This design comes from an exercise in tuning for small area and a short achievable clock period on the open sky130 flow, not from production work.
Where RTL was checked, it was by simulation tests only, not by an equivalence proof against the original.
No activity file was given, so power comes from the tool's default toggle rates.

==> v25 <==
==> flow/design.v (excerpt) <==
module top_level
#(parameter WIDTH = 8)
(
	input clk, rst, init, finish, ack,
	input [WIDTH-1:0]
		ori_0,
		ori_1,
		ori_2,
		ori_3,
		ori_4,
		ori_5,
		ori_6,
		ori_7,
		ori_8,
		ori_9,
		ori_10,
		ori_11,
		ori_12,
		ori_13,
		ori_14,
		ori_15,
		ori_16,
		ori_17,
		ori_18,
		ori_19,
		ori_20,
		ori_21,
		ori_22,
		ori_23,
		ori_24,
		ori_25,
		ori_26,
		ori_27,
		ori_28,
		ori_29,
		ori_30,
		ori_31,
		can_0,
		can_1,
		can_2,
		can_3,
		can_4,
		can_5,
		can_6,
		can_7,
		can_8,
		can_9,
		can_10,
		can_11,
		can_12,
		can_13,
		can_14,
		can_15,
		can_16,
		can_17,
		can_18,
		can_19,
		can_20,
		can_21,
		can_22,
		can_23,
		can_24,
		can_25,
		can_26,
		can_27,
		can_28,
		can_29,
		can_30,
		can_31,
	output done,
	output [WIDTH+4:0] out_sad
	);
clock: 5.8 ns
lec_check: 0
cap_margin: 20
core_margin: 2
core_utilization: 40
setup_slack_margin: 2.7
slew_margin: 20
synth_hierarchical: 1
synth_minimum_keep_size: 0
standard.sh (not shown) runs the stock make flow with config.mk's settings and CLKGATE_MAP_FILE= SYNTH_SCRIPT=/design/flow/synth_recipe.tcl, a recipe that flattens the netlist after the stock synthesis.
==> flow/flow/run.sh <==
#!/bin/bash
# The standard layout with two changes:
#  - the port buffers are buf_1 cells (buffer_ports otherwise picks the slow,
#    large clkdlybuf4s50_1); repair_design and repair_timing still resize them.
#  - synthesis maps the logic with abc_speed.script from this folder: the
#    standard script's delay mapping without its final buffering and sizing
#    passes, so the netlist starts small and the layout's repair_timing sizes
#    up only the paths that need it. Registers, flattening and renaming are
#    exactly as in the standard flow's synthesis (synth_recipe.tcl is used unchanged).
set -euo pipefail
export BUFFER_PORTS_ARGS="-buffer_cell sky130_fd_sc_hd__buf_1"
rm -rf scripts_abc
cp -r "$FLOW_HOME/scripts" scripts_abc
cp flow/abc_speed.script scripts_abc/abc_speed.script
export SCRIPTS_DIR="$PWD/scripts_abc"
bash standard.sh finish > standard.log 2>&1
==> flow/flow/abc_speed.script <==
strash
&get -n
&st
&dch
&nf
&put
==> inputs of v36, as changes to v25 <==
SETUP_SLACK_MARGIN = 2.3   (was 2.7)
==> inputs of v33, as changes to v25 <==
==> flow/flow/run.sh (replaced) <==
#!/bin/bash
# The standard layout, except that the port buffers are buf_1 cells
# (buffer_ports otherwise picks the slow, large clkdlybuf4s50_1). repair_design
# and repair_timing still resize them as they do any buffer.
set -euo pipefail
export BUFFER_PORTS_ARGS="-buffer_cell sky130_fd_sc_hd__buf_1"
bash standard.sh finish > standard.log 2>&1
ABC_AREA = 1   (was not set)
SETUP_SLACK_MARGIN = 2.9   (was 2.7)
removed: flow/flow/abc_speed.script
==> qor summary <==
metric	v36	v25	v33
Run status	timing/DRC/antenna clean	timing/DRC/antenna clean	timing/DRC/antenna clean
Count of multi-input gates	1768	1768	2868
CP Data Arrival Time	3.69 ns	3.42 ns	3.37 ns
Die area	61300 um2	61300 um2	73800 um2
Pin count of the biggest net entering global routing	28	28	16
CORE AREA	58800 um2	58800 um2	71200 um2
Effective utilization at floorplan	40.3%	40.3%	40.2%
Multi-input logic portion of the cell area	61.9%	63.5%	62.0%
Well-Tap Cells	773	773	950
Met1 Resource Use GR	28.5%	27.5%	28.0%
Minimum clock period after layout	3.28 ns	3.04 ns	2.94 ns
Syn nets	3474	3474	5085
Arithmetic-cell share of the synthesized area counting full adders, half adders and majority gates	39.9%	39.9%	33.0%
CP Class	in2reg	in2reg	reg2reg
Required time of the critical path	6.22 ns	6.18 ns	6.23 ns
Most common cell in the netlist	sky130_fd_sc_hd__clkinv_1	sky130_fd_sc_hd__clkinv_1	sky130_fd_sc_hd__nand2_1
Measured slew at the worst slew-check pin	0.941 ns	0.904 ns	0.615 ns
Clock latency reported for the late side of the worst-skew pair	0.55 ns	0.54 ns	0.58 ns
Share of power burned in combinational logic	70.1%	71.5%	70.8%
Detailed Route WL	65900 um	66400 um	83100 um


==> build 83: inputs <==
Another version of the RTL of top_level (not shown whole).
Settings: LEC_CHECK=0, ABC_AREA=1, CAP_MARGIN=20, CORE_MARGIN=2, CORE_UTILIZATION=40, SLEW_MARGIN=20; clock period 5.8 ns.
==> flow/flow/run.sh <==
#!/bin/bash
# The standard layout, except that the port buffers are buf_1 cells
# (buffer_ports otherwise picks the slow, large clkdlybuf4s50_1). repair_design
# and repair_timing still resize them as they do any buffer.
set -euo pipefail
export BUFFER_PORTS_ARGS="-buffer_cell sky130_fd_sc_hd__buf_1"
bash standard.sh finish > standard.log 2>&1
==> trial 78 (differences from build 83) <==
--- a/flow/design.v
+++ b/flow/design.v
@@ -69,20 +69,17 @@
 		can_24,
 		can_25,
 		can_26,
 		can_27,
 		can_28,
 		can_29,
 		can_30,
 		can_31,
-	input clr,    
-	input upd,    
-	input take,   
-	output [12:0] out_sad
+	output [12:0] sum_out
 );
 	wire [8:0] t_0 = {1'b0, ori_0} + {1'b0, ~can_0};
 	wire c_0 = t_0[8];
 	wire [7:0] y_0 = t_0[7:0] ^ {8{~c_0}};
 	wire [8:0] t_1 = {1'b0, ori_1} + {1'b0, ~can_1};
 	wire c_1 = t_1[8];
 	wire [7:0] y_1 = t_1[7:0] ^ {8{~c_1}};
 	wire [8:0] t_2 = {1'b0, ori_2} + {1'b0, ~can_2};
@@ -1386,36 +1383,17 @@
 	assign s551 = rb[39] ^ c528 ^ s529;
 	assign c552 = (rb[39] & c528) | (rb[39] & s529) | (c528 & s529);
 	assign s553 = rb[43] ^ c530 ^ s531;
 	assign c554 = (rb[43] & c530) | (rb[43] & s531) | (c530 & s531);
 	assign s555 = rb[44] ^ c532;
 	assign c556 = rb[44] & c532;
 	wire [12:0] op_a = {c556, c554, c552, c550, c548, c546, c544, c542, c540, c538, c536, c534, s511};
 	wire [12:0] op_b = {1'b0, s555, s553, s551, s549, s547, s545, s543, s541, s539, s537, s535, s533};
-	wire [6:0] lo = op_a[5:0] + op_b[5:0];
-	wire [6:0] nxt_a = op_a[12:6];
-	wire [5:0] nxt_b = {op_b[11], op_b[10], op_b[9], op_b[8], op_b[7], op_b[6]};
-	reg [5:0] t_lo;
-	reg t_c;
-	reg [6:0] t_a;
-	reg [5:0] t_b;
-	always @(posedge clk)
-	begin
-		if (clr | (upd & ~take))
-		begin
-			t_lo <= 0; t_c <= 0; t_a <= 0; t_b <= 0;
-		end
-		else if (upd)
-		begin
-			t_lo <= lo[5:0]; t_c <= lo[6]; t_a <= nxt_a; t_b <= nxt_b;
-		end
-	end
-	wire [6:0] hi_b = {1'b0, t_b[5], t_b[4], t_b[3], t_b[2], t_b[1], t_b[0]};
-	assign out_sad = {t_a + hi_b + t_c, t_lo};
+	assign sum_out = op_a + op_b;
 endmodule
 module control
 (
 	input  clk, rst, init, finish, ack,
 	output done,   
 	output idle,   
 	output en      
 );
@@ -1508,32 +1486,27 @@
 		can_28,
 		can_29,
 		can_30,
 		can_31,
 	output done,
 	output [WIDTH+4:0] out_sad
 	);
 	wire idle, en;
+	wire [12:0] sum;
 	control b_control(
 		.clk(clk),
 		.rst(rst),
 		.init(init),
 		.finish(finish),
 		.ack(ack),
 		.done(done),
 		.idle(idle),
 		.en(en)
 		);
-	reg en_1, en_2;
-	always @(posedge clk)
-	begin
-		en_1 <= en;
-		en_2 <= en_1;
-	end
 	SAD_4x8 b_SAD_4x8(
 		.clk(clk),
 		.ori_0(ori_0),
 		.ori_1(ori_1),
 		.ori_2(ori_2),
 		.ori_3(ori_3),
 		.ori_4(ori_4),
 		.ori_5(ori_5),
@@ -1590,14 +1563,23 @@
 		.can_24(can_24),
 		.can_25(can_25),
 		.can_26(can_26),
 		.can_27(can_27),
 		.can_28(can_28),
 		.can_29(can_29),
 		.can_30(can_30),
 		.can_31(can_31),
-		.clr(idle),
-		.upd(en_1),
-		.take(en_2),
-		.out_sad(out_sad)
+		.sum_out(sum)
 		);
+	reg en_1, en_2;
+	reg [12:0] total;
+	always @(posedge clk)
+	begin
+		en_1 <= en;
+		en_2 <= en_1;
+		if (idle)
+			total <= 0;
+		else if (en_1)
+			total <= en_2 ? sum : 13'd0;
+	end
+	assign out_sad = total;
 endmodule
==> flow/config.mk (replaced) <==
export PLATFORM = sky130hd
export DESIGN_NAME = top_level
export DESIGN_NICKNAME = top_level
export VERILOG_FILES = /design/flow/design.v
export SDC_FILE = /design/flow/constraint.sdc
export NUM_CORES = 4
export LEC_CHECK = 0
export ABC_AREA = 1
export CAP_MARGIN = 20
export CORE_MARGIN = 2
export CORE_UTILIZATION = 60
export PLACE_DENSITY = 0.75
export SLEW_MARGIN = 20
==> build 20 (differences from build 83) <==
--- a/flow/design.v
+++ b/flow/design.v
@@ -69,20 +69,17 @@
 		can_24,
 		can_25,
 		can_26,
 		can_27,
 		can_28,
 		can_29,
 		can_30,
 		can_31,
-	input clr,    
-	input upd,    
-	input take,   
-	output [12:0] out_sad
+	output [12:0] sum_out
 );
 	wire [8:0] t_0 = {1'b0, ori_0} + {1'b0, ~can_0};
 	wire c_0 = t_0[8];
 	wire [7:0] y_0 = t_0[7:0] ^ {8{~c_0}};
 	wire [8:0] t_1 = {1'b0, ori_1} + {1'b0, ~can_1};
 	wire c_1 = t_1[8];
 	wire [7:0] y_1 = t_1[7:0] ^ {8{~c_1}};
 	wire [8:0] t_2 = {1'b0, ori_2} + {1'b0, ~can_2};
@@ -1386,36 +1383,17 @@
 	assign s551 = rb[39] ^ c528 ^ s529;
 	assign c552 = (rb[39] & c528) | (rb[39] & s529) | (c528 & s529);
 	assign s553 = rb[43] ^ c530 ^ s531;
 	assign c554 = (rb[43] & c530) | (rb[43] & s531) | (c530 & s531);
 	assign s555 = rb[44] ^ c532;
 	assign c556 = rb[44] & c532;
 	wire [12:0] op_a = {c556, c554, c552, c550, c548, c546, c544, c542, c540, c538, c536, c534, s511};
 	wire [12:0] op_b = {1'b0, s555, s553, s551, s549, s547, s545, s543, s541, s539, s537, s535, s533};
-	wire [6:0] lo = op_a[5:0] + op_b[5:0];
-	wire [6:0] nxt_a = op_a[12:6];
-	wire [5:0] nxt_b = {op_b[11], op_b[10], op_b[9], op_b[8], op_b[7], op_b[6]};
-	reg [5:0] t_lo;
-	reg t_c;
-	reg [6:0] t_a;
-	reg [5:0] t_b;
-	always @(posedge clk)
-	begin
-		if (clr | (upd & ~take))
-		begin
-			t_lo <= 0; t_c <= 0; t_a <= 0; t_b <= 0;
-		end
-		else if (upd)
-		begin
-			t_lo <= lo[5:0]; t_c <= lo[6]; t_a <= nxt_a; t_b <= nxt_b;
-		end
-	end
-	wire [6:0] hi_b = {1'b0, t_b[5], t_b[4], t_b[3], t_b[2], t_b[1], t_b[0]};
-	assign out_sad = {t_a + hi_b + t_c, t_lo};
+	assign sum_out = op_a + op_b;
 endmodule
 module control
 (
 	input  clk, rst, init, finish, ack,
 	output done,   
 	output idle,   
 	output en      
 );
@@ -1508,32 +1486,27 @@
 		can_28,
 		can_29,
 		can_30,
 		can_31,
 	output done,
 	output [WIDTH+4:0] out_sad
 	);
 	wire idle, en;
+	wire [12:0] sum;
 	control b_control(
 		.clk(clk),
 		.rst(rst),
 		.init(init),
 		.finish(finish),
 		.ack(ack),
 		.done(done),
 		.idle(idle),
 		.en(en)
 		);
-	reg en_1, en_2;
-	always @(posedge clk)
-	begin
-		en_1 <= en;
-		en_2 <= en_1;
-	end
 	SAD_4x8 b_SAD_4x8(
 		.clk(clk),
 		.ori_0(ori_0),
 		.ori_1(ori_1),
 		.ori_2(ori_2),
 		.ori_3(ori_3),
 		.ori_4(ori_4),
 		.ori_5(ori_5),
@@ -1590,14 +1563,23 @@
 		.can_24(can_24),
 		.can_25(can_25),
 		.can_26(can_26),
 		.can_27(can_27),
 		.can_28(can_28),
 		.can_29(can_29),
 		.can_30(can_30),
 		.can_31(can_31),
-		.clr(idle),
-		.upd(en_1),
-		.take(en_2),
-		.out_sad(out_sad)
+		.sum_out(sum)
 		);
+	reg en_1, en_2;
+	reg [12:0] total;
+	always @(posedge clk)
+	begin
+		en_1 <= en;
+		en_2 <= en_1;
+		if (idle)
+			total <= 0;
+		else if (en_1)
+			total <= en_2 ? sum : 13'd0;
+	end
+	assign out_sad = total;
 endmodule
==> flow/config.mk (replaced) <==
export PLATFORM = sky130hd
export DESIGN_NAME = top_level
export DESIGN_NICKNAME = top_level
export VERILOG_FILES = /design/flow/design.v
export SDC_FILE = /design/flow/constraint.sdc
export NUM_CORES = 4
export LEC_CHECK = 0
export ABC_AREA = 1
export CAP_MARGIN = 20
export CORE_MARGIN = 2
export CORE_UTILIZATION = 45
export PLACE_DENSITY = 0.9
export SLEW_MARGIN = 20
==> notes.md <==
metric                                                                   build 20                 build 83                 trial 78
Sequential logic power                                                  0.00346 W                0.00355 W                0.00347 W
Worst slack at placement                                                 2.266 ns                 2.466 ns                 2.216 ns
Area growth from synthesis to layout                                       14.11%                   14.28%                   13.54%
Pin count of the biggest net entering global routing                           15                       26                       15
Max Fanout on Critical Path                                                     1                        3                        1
Switching power share of the total                                         0.5059                   0.4811                   0.4990
Relative max-transition margin                                             0.3998                   0.4055                   0.4565
Clock transition at the registers of the reported paths                   0.07 ns                  0.06 ns                  0.06 ns
Adder and majority cell fraction of the synthesized area                   0.3433                   0.3256                   0.3433
Area share of the largest cell type after synthesis                        0.2135                   0.2033                   0.2135
Hold Worst Slack                                                        0.4052 ns                0.4670 ns                0.3694 ns
Launching instance or port of the critical path                 b_SAD_4x8.ra[110]         b_SAD_4x8.t_b[0]        b_SAD_4x8.ra[101]
Share of power burned in registers                                          0.176                    0.202                    0.177
Internal Dissipation                                                   0.009689 W               0.009093 W               0.009805 W
Outcome                                                   complete, no violations  complete, no violations  complete, no violations
Final critical-path setup slack                                          2.578 ns                 2.354 ns                 2.513 ns
Final-stage net count                                                       5,071                    5,565                    5,072
Sequential share of cell area                                              0.1670                   0.1620                   0.1679
Final design area excluding fillers                                    31,130 µm²               32,970 µm²               30,980 µm²
Global-route met2 utilization                                              0.4349                   0.3605                   0.5523
Function not checked in build 83: the RTL went through the layout flow alone.


==> try-cedar <==
Another version of the RTL of top_level (not shown whole).
clock: 5.8 ns
lec_check: 0
abc_area: 0
cap_margin: 20
core_margin: 2
core_utilization: 40
slew_margin: 20
synth_hierarchical: 1
synth_minimum_keep_size: 0
Scripts as last shown in full above: flow/flow/run.sh
==> inputs of try-umber, as changes to try-cedar <==
--- a/flow/design.v
+++ b/flow/design.v
@@ -71,16 +71,13 @@
 		can_26,
 		can_27,
 		can_28,
 		can_29,
 		can_30,
 		can_31,
-	input clr,    
-	input upd,    
-	input take,   
-	output [12:0] out_sad
+	output [12:0] sum_out
 );
 	wire [8:0] t_0 = {1'b0, ori_0} + {1'b0, ~can_0};
 	wire c_0 = t_0[8];
 	wire [7:0] y_0 = t_0[7:0] ^ {8{~c_0}};
 	wire [8:0] t_1 = {1'b0, ori_1} + {1'b0, ~can_1};
 	wire c_1 = t_1[8];
@@ -1110,32 +1107,13 @@
 	sad_fa u_s549 (.a(rb[35]), .b(c526), .c(s527), .s(s549), .co(c550));
 	sad_fa u_s551 (.a(rb[39]), .b(c528), .c(s529), .s(s551), .co(c552));
 	sad_fa u_s553 (.a(rb[43]), .b(c530), .c(s531), .s(s553), .co(c554));
 	sad_ha u_s555 (.a(rb[44]), .b(c532), .s(s555), .co(c556));
 	wire [12:0] op_a = {c556, c554, c552, c550, c548, c546, c544, c542, c540, c538, c536, c534, s511};
 	wire [12:0] op_b = {1'b0, s555, s553, s551, s549, s547, s545, s543, s541, s539, s537, s535, s533};
-	wire [6:0] lo = op_a[5:0] + op_b[5:0];
-	wire [6:0] nxt_a = op_a[12:6];
-	wire [5:0] nxt_b = {op_b[11], op_b[10], op_b[9], op_b[8], op_b[7], op_b[6]};
-	reg [5:0] t_lo;
-	reg t_c;
-	reg [6:0] t_a;
-	reg [5:0] t_b;
-	always @(posedge clk)
-	begin
-		if (clr | (upd & ~take))
-		begin
-			t_lo <= 0; t_c <= 0; t_a <= 0; t_b <= 0;
-		end
-		else if (upd)
-		begin
-			t_lo <= lo[5:0]; t_c <= lo[6]; t_a <= nxt_a; t_b <= nxt_b;
-		end
-	end
-	wire [6:0] hi_b = {1'b0, t_b[5], t_b[4], t_b[3], t_b[2], t_b[1], t_b[0]};
-	assign out_sad = {t_a + hi_b + t_c, t_lo};
+	assign sum_out = op_a + op_b;
 endmodule
 module sad_fa(input a, b, c, output s, co);
 	assign s = a ^ b ^ c;
 	assign co = (a & b) | (a & c) | (b & c);
 endmodule
 module sad_ha(input a, b, output s, co);
@@ -1240,28 +1218,23 @@
 		can_30,
 		can_31,
 	output done,
 	output [WIDTH+4:0] out_sad
 	);
 	wire idle, en;
+	wire [12:0] sum;
 	control b_control(
 		.clk(clk),
 		.rst(rst),
 		.init(init),
 		.finish(finish),
 		.ack(ack),
 		.done(done),
 		.idle(idle),
 		.en(en)
 		);
-	reg en_1, en_2;
-	always @(posedge clk)
-	begin
-		en_1 <= en;
-		en_2 <= en_1;
-	end
 	SAD_4x8 b_SAD_4x8(
 		.clk(clk),
 		.ori_0(ori_0),
 		.ori_1(ori_1),
 		.ori_2(ori_2),
 		.ori_3(ori_3),
@@ -1322,12 +1295,21 @@
 		.can_26(can_26),
 		.can_27(can_27),
 		.can_28(can_28),
 		.can_29(can_29),
 		.can_30(can_30),
 		.can_31(can_31),
-		.clr(idle),
-		.upd(en_1),
-		.take(en_2),
-		.out_sad(out_sad)
+		.sum_out(sum)
 		);
+	reg en_1, en_2;
+	reg [12:0] total;
+	always @(posedge clk)
+	begin
+		en_1 <= en;
+		en_2 <= en_1;
+		if (idle)
+			total <= 0;
+		else if (en_1)
+			total <= en_2 ? sum : 13'd0;
+	end
+	assign out_sad = total;
 endmodule
==> flow/flow/run.sh (replaced) <==
#!/bin/bash
# The standard layout with two changes:
#  - the port buffers are buf_1 cells (buffer_ports otherwise picks the slow,
#    large clkdlybuf4s50_1); repair_design and repair_timing still resize them.
#  - synthesis maps the logic with abc_speed.script from this folder: the
#    standard script's delay mapping without its final buffering and sizing
#    passes, so the netlist starts small and the layout's repair_timing sizes
#    up only the paths that need it. Registers, flattening and renaming are
#    exactly as in the standard flow's synthesis (synth_recipe.tcl is used unchanged).
set -euo pipefail
export BUFFER_PORTS_ARGS="-buffer_cell sky130_fd_sc_hd__buf_1"
rm -rf scripts_abc
cp -r "$FLOW_HOME/scripts" scripts_abc
cp flow/abc_speed.script scripts_abc/abc_speed.script
export SCRIPTS_DIR="$PWD/scripts_abc"
bash standard.sh finish > standard.log 2>&1
==> flow/flow/abc_speed.script (new file) <==
strash
&get -n
&st
&dch
&nf
&put
ABC_AREA = unset   (was 0)
SETUP_SLACK_MARGIN = 2.8   (was unset)
==> notes.md <==
Of try-umber and try-cedar, try-umber has the higher non-clock buffer count (gap 2). In try-cedar the cell count is larger than in try-umber, by about 12%. Against try-cedar, the register-to-register slack of try-umber is better by 60 ps. Wire length: try-umber is smaller than try-cedar (9.6%). Count of clock-buffer cells in the layout: try-cedar is lower than try-umber (2). Of try-umber and try-cedar, try-umber has the higher sequential power (gap about 2%, measured against try-cedar). First-iteration DRC count: try-cedar is higher than try-umber (64%). Via count: try-cedar is larger than try-umber (about 16%). In try-cedar the core utilization is lower than in try-umber, by 4.8 points.
==> figures <==
Status: try-cedar timing/DRC/antenna clean; try-umber timing/DRC/antenna clean
Core area: try-cedar 67,000 um2; try-umber 58,800 um2
Avg Vias per Cell: try-cedar 5.00; try-umber 4.84
Flop2flop setup slack: try-cedar 2770 ps; try-umber 2830 ps
Post-placement cell area: try-cedar 30,000 um2; try-umber 28,800 um2
Area of the multi-input gates: try-cedar 20,100 um2; try-umber 19,200 um2
Core occupancy in the finished layout: try-cedar 46.1%; try-umber 50.9%
Final cycle utilization of the critical path: try-cedar 66.5%; try-umber 51.2%
Chip height: try-cedar 264 um; try-umber 248 um
Worst setup endpoint: try-cedar out_sad[12]; try-umber b_SAD_4x8.rb[15]$_DFF_P_
Achievable Freq: try-cedar 259 MHz; try-umber 337 MHz
Xor/xnor share of the synthesized area: try-cedar 11.5%; try-umber 16.1%
Multiplexer fraction of the synthesized cell area: try-cedar 1.85%; try-umber 0%
Setup crit end kind: try-cedar output port; try-umber flop
Count of multi-input combinational gates: try-cedar 2,090; try-umber 1,768
Met1 layer wirelength in the final routing: try-cedar 34,400 um; try-umber 29,400 um
Worst slew margin: try-cedar 46.9%; try-umber 30.0%
Met3 WL: try-cedar 2430 um; try-umber 1990 um
Number of well taps: try-cedar 873; try-umber 773
Only the layout flow was run in try-cedar; the RTL was not checked for function there.

==> afterwards: timing with drivers on the ports <==
Ports are ideal in the flow. The routed layouts listed here were re-timed in OpenROAD. Step 1 (the two cells are an assumption about what drives the block):
set clk [get_ports {clk}]
set_driving_cell -lib_cell sky130_fd_sc_hd__clkbuf_16 $clk
set_driving_cell -lib_cell sky130_fd_sc_hd__buf_2 [delete_from_list [all_inputs] $clk]
Step 2 moves the port delays by t, midway between the first and last clock arrival at a register: inputs arrive t later, outputs are due t later. That takes back most of the time a late clock gives input paths. Slacks: no drivers / after step 1 / after step 2; pairs: no drivers / after step 1.
| run | t (ns) | slack for setup (ns) | worst hold slack (ns) |
|---|---|---|---|
| v25 | 0.589 | 2.763 / 2.787 / 2.207 | 0.440 / 0.407 / 0.473 |
| v36 | 0.601 | 2.523 / 2.535 / 1.949 | 0.426 / 0.394 / 0.469 |
| v33 | 0.619 | 2.860 / 2.860 / 2.398 | 0.434 / 0.402 / 0.455 |
| build 83 | 0.598 | 2.354 / 2.297 / 2.495 | 0.467 / 0.431 / 0.467 |
| trial 78 | 0.596 | 2.513 / 2.513 / 2.199 | 0.369 / 0.369 / 0.369 |
| build 20 | 0.589 | 2.578 / 2.578 / 2.298 | 0.405 / 0.405 / 0.405 |
| try-cedar | 0.603 | 1.942 / 1.885 / 2.037 | 0.446 / 0.408 / 0.468 |
| try-umber | 0.587 | 2.832 / 2.832 / 2.353 | 0.463 / 0.427 / 0.469 |
After both steps setup and hold are still met in every run listed. The setup slack of v36, which loses most, moves by +0.012 ns with the drivers and by -0.574 ns with both steps.
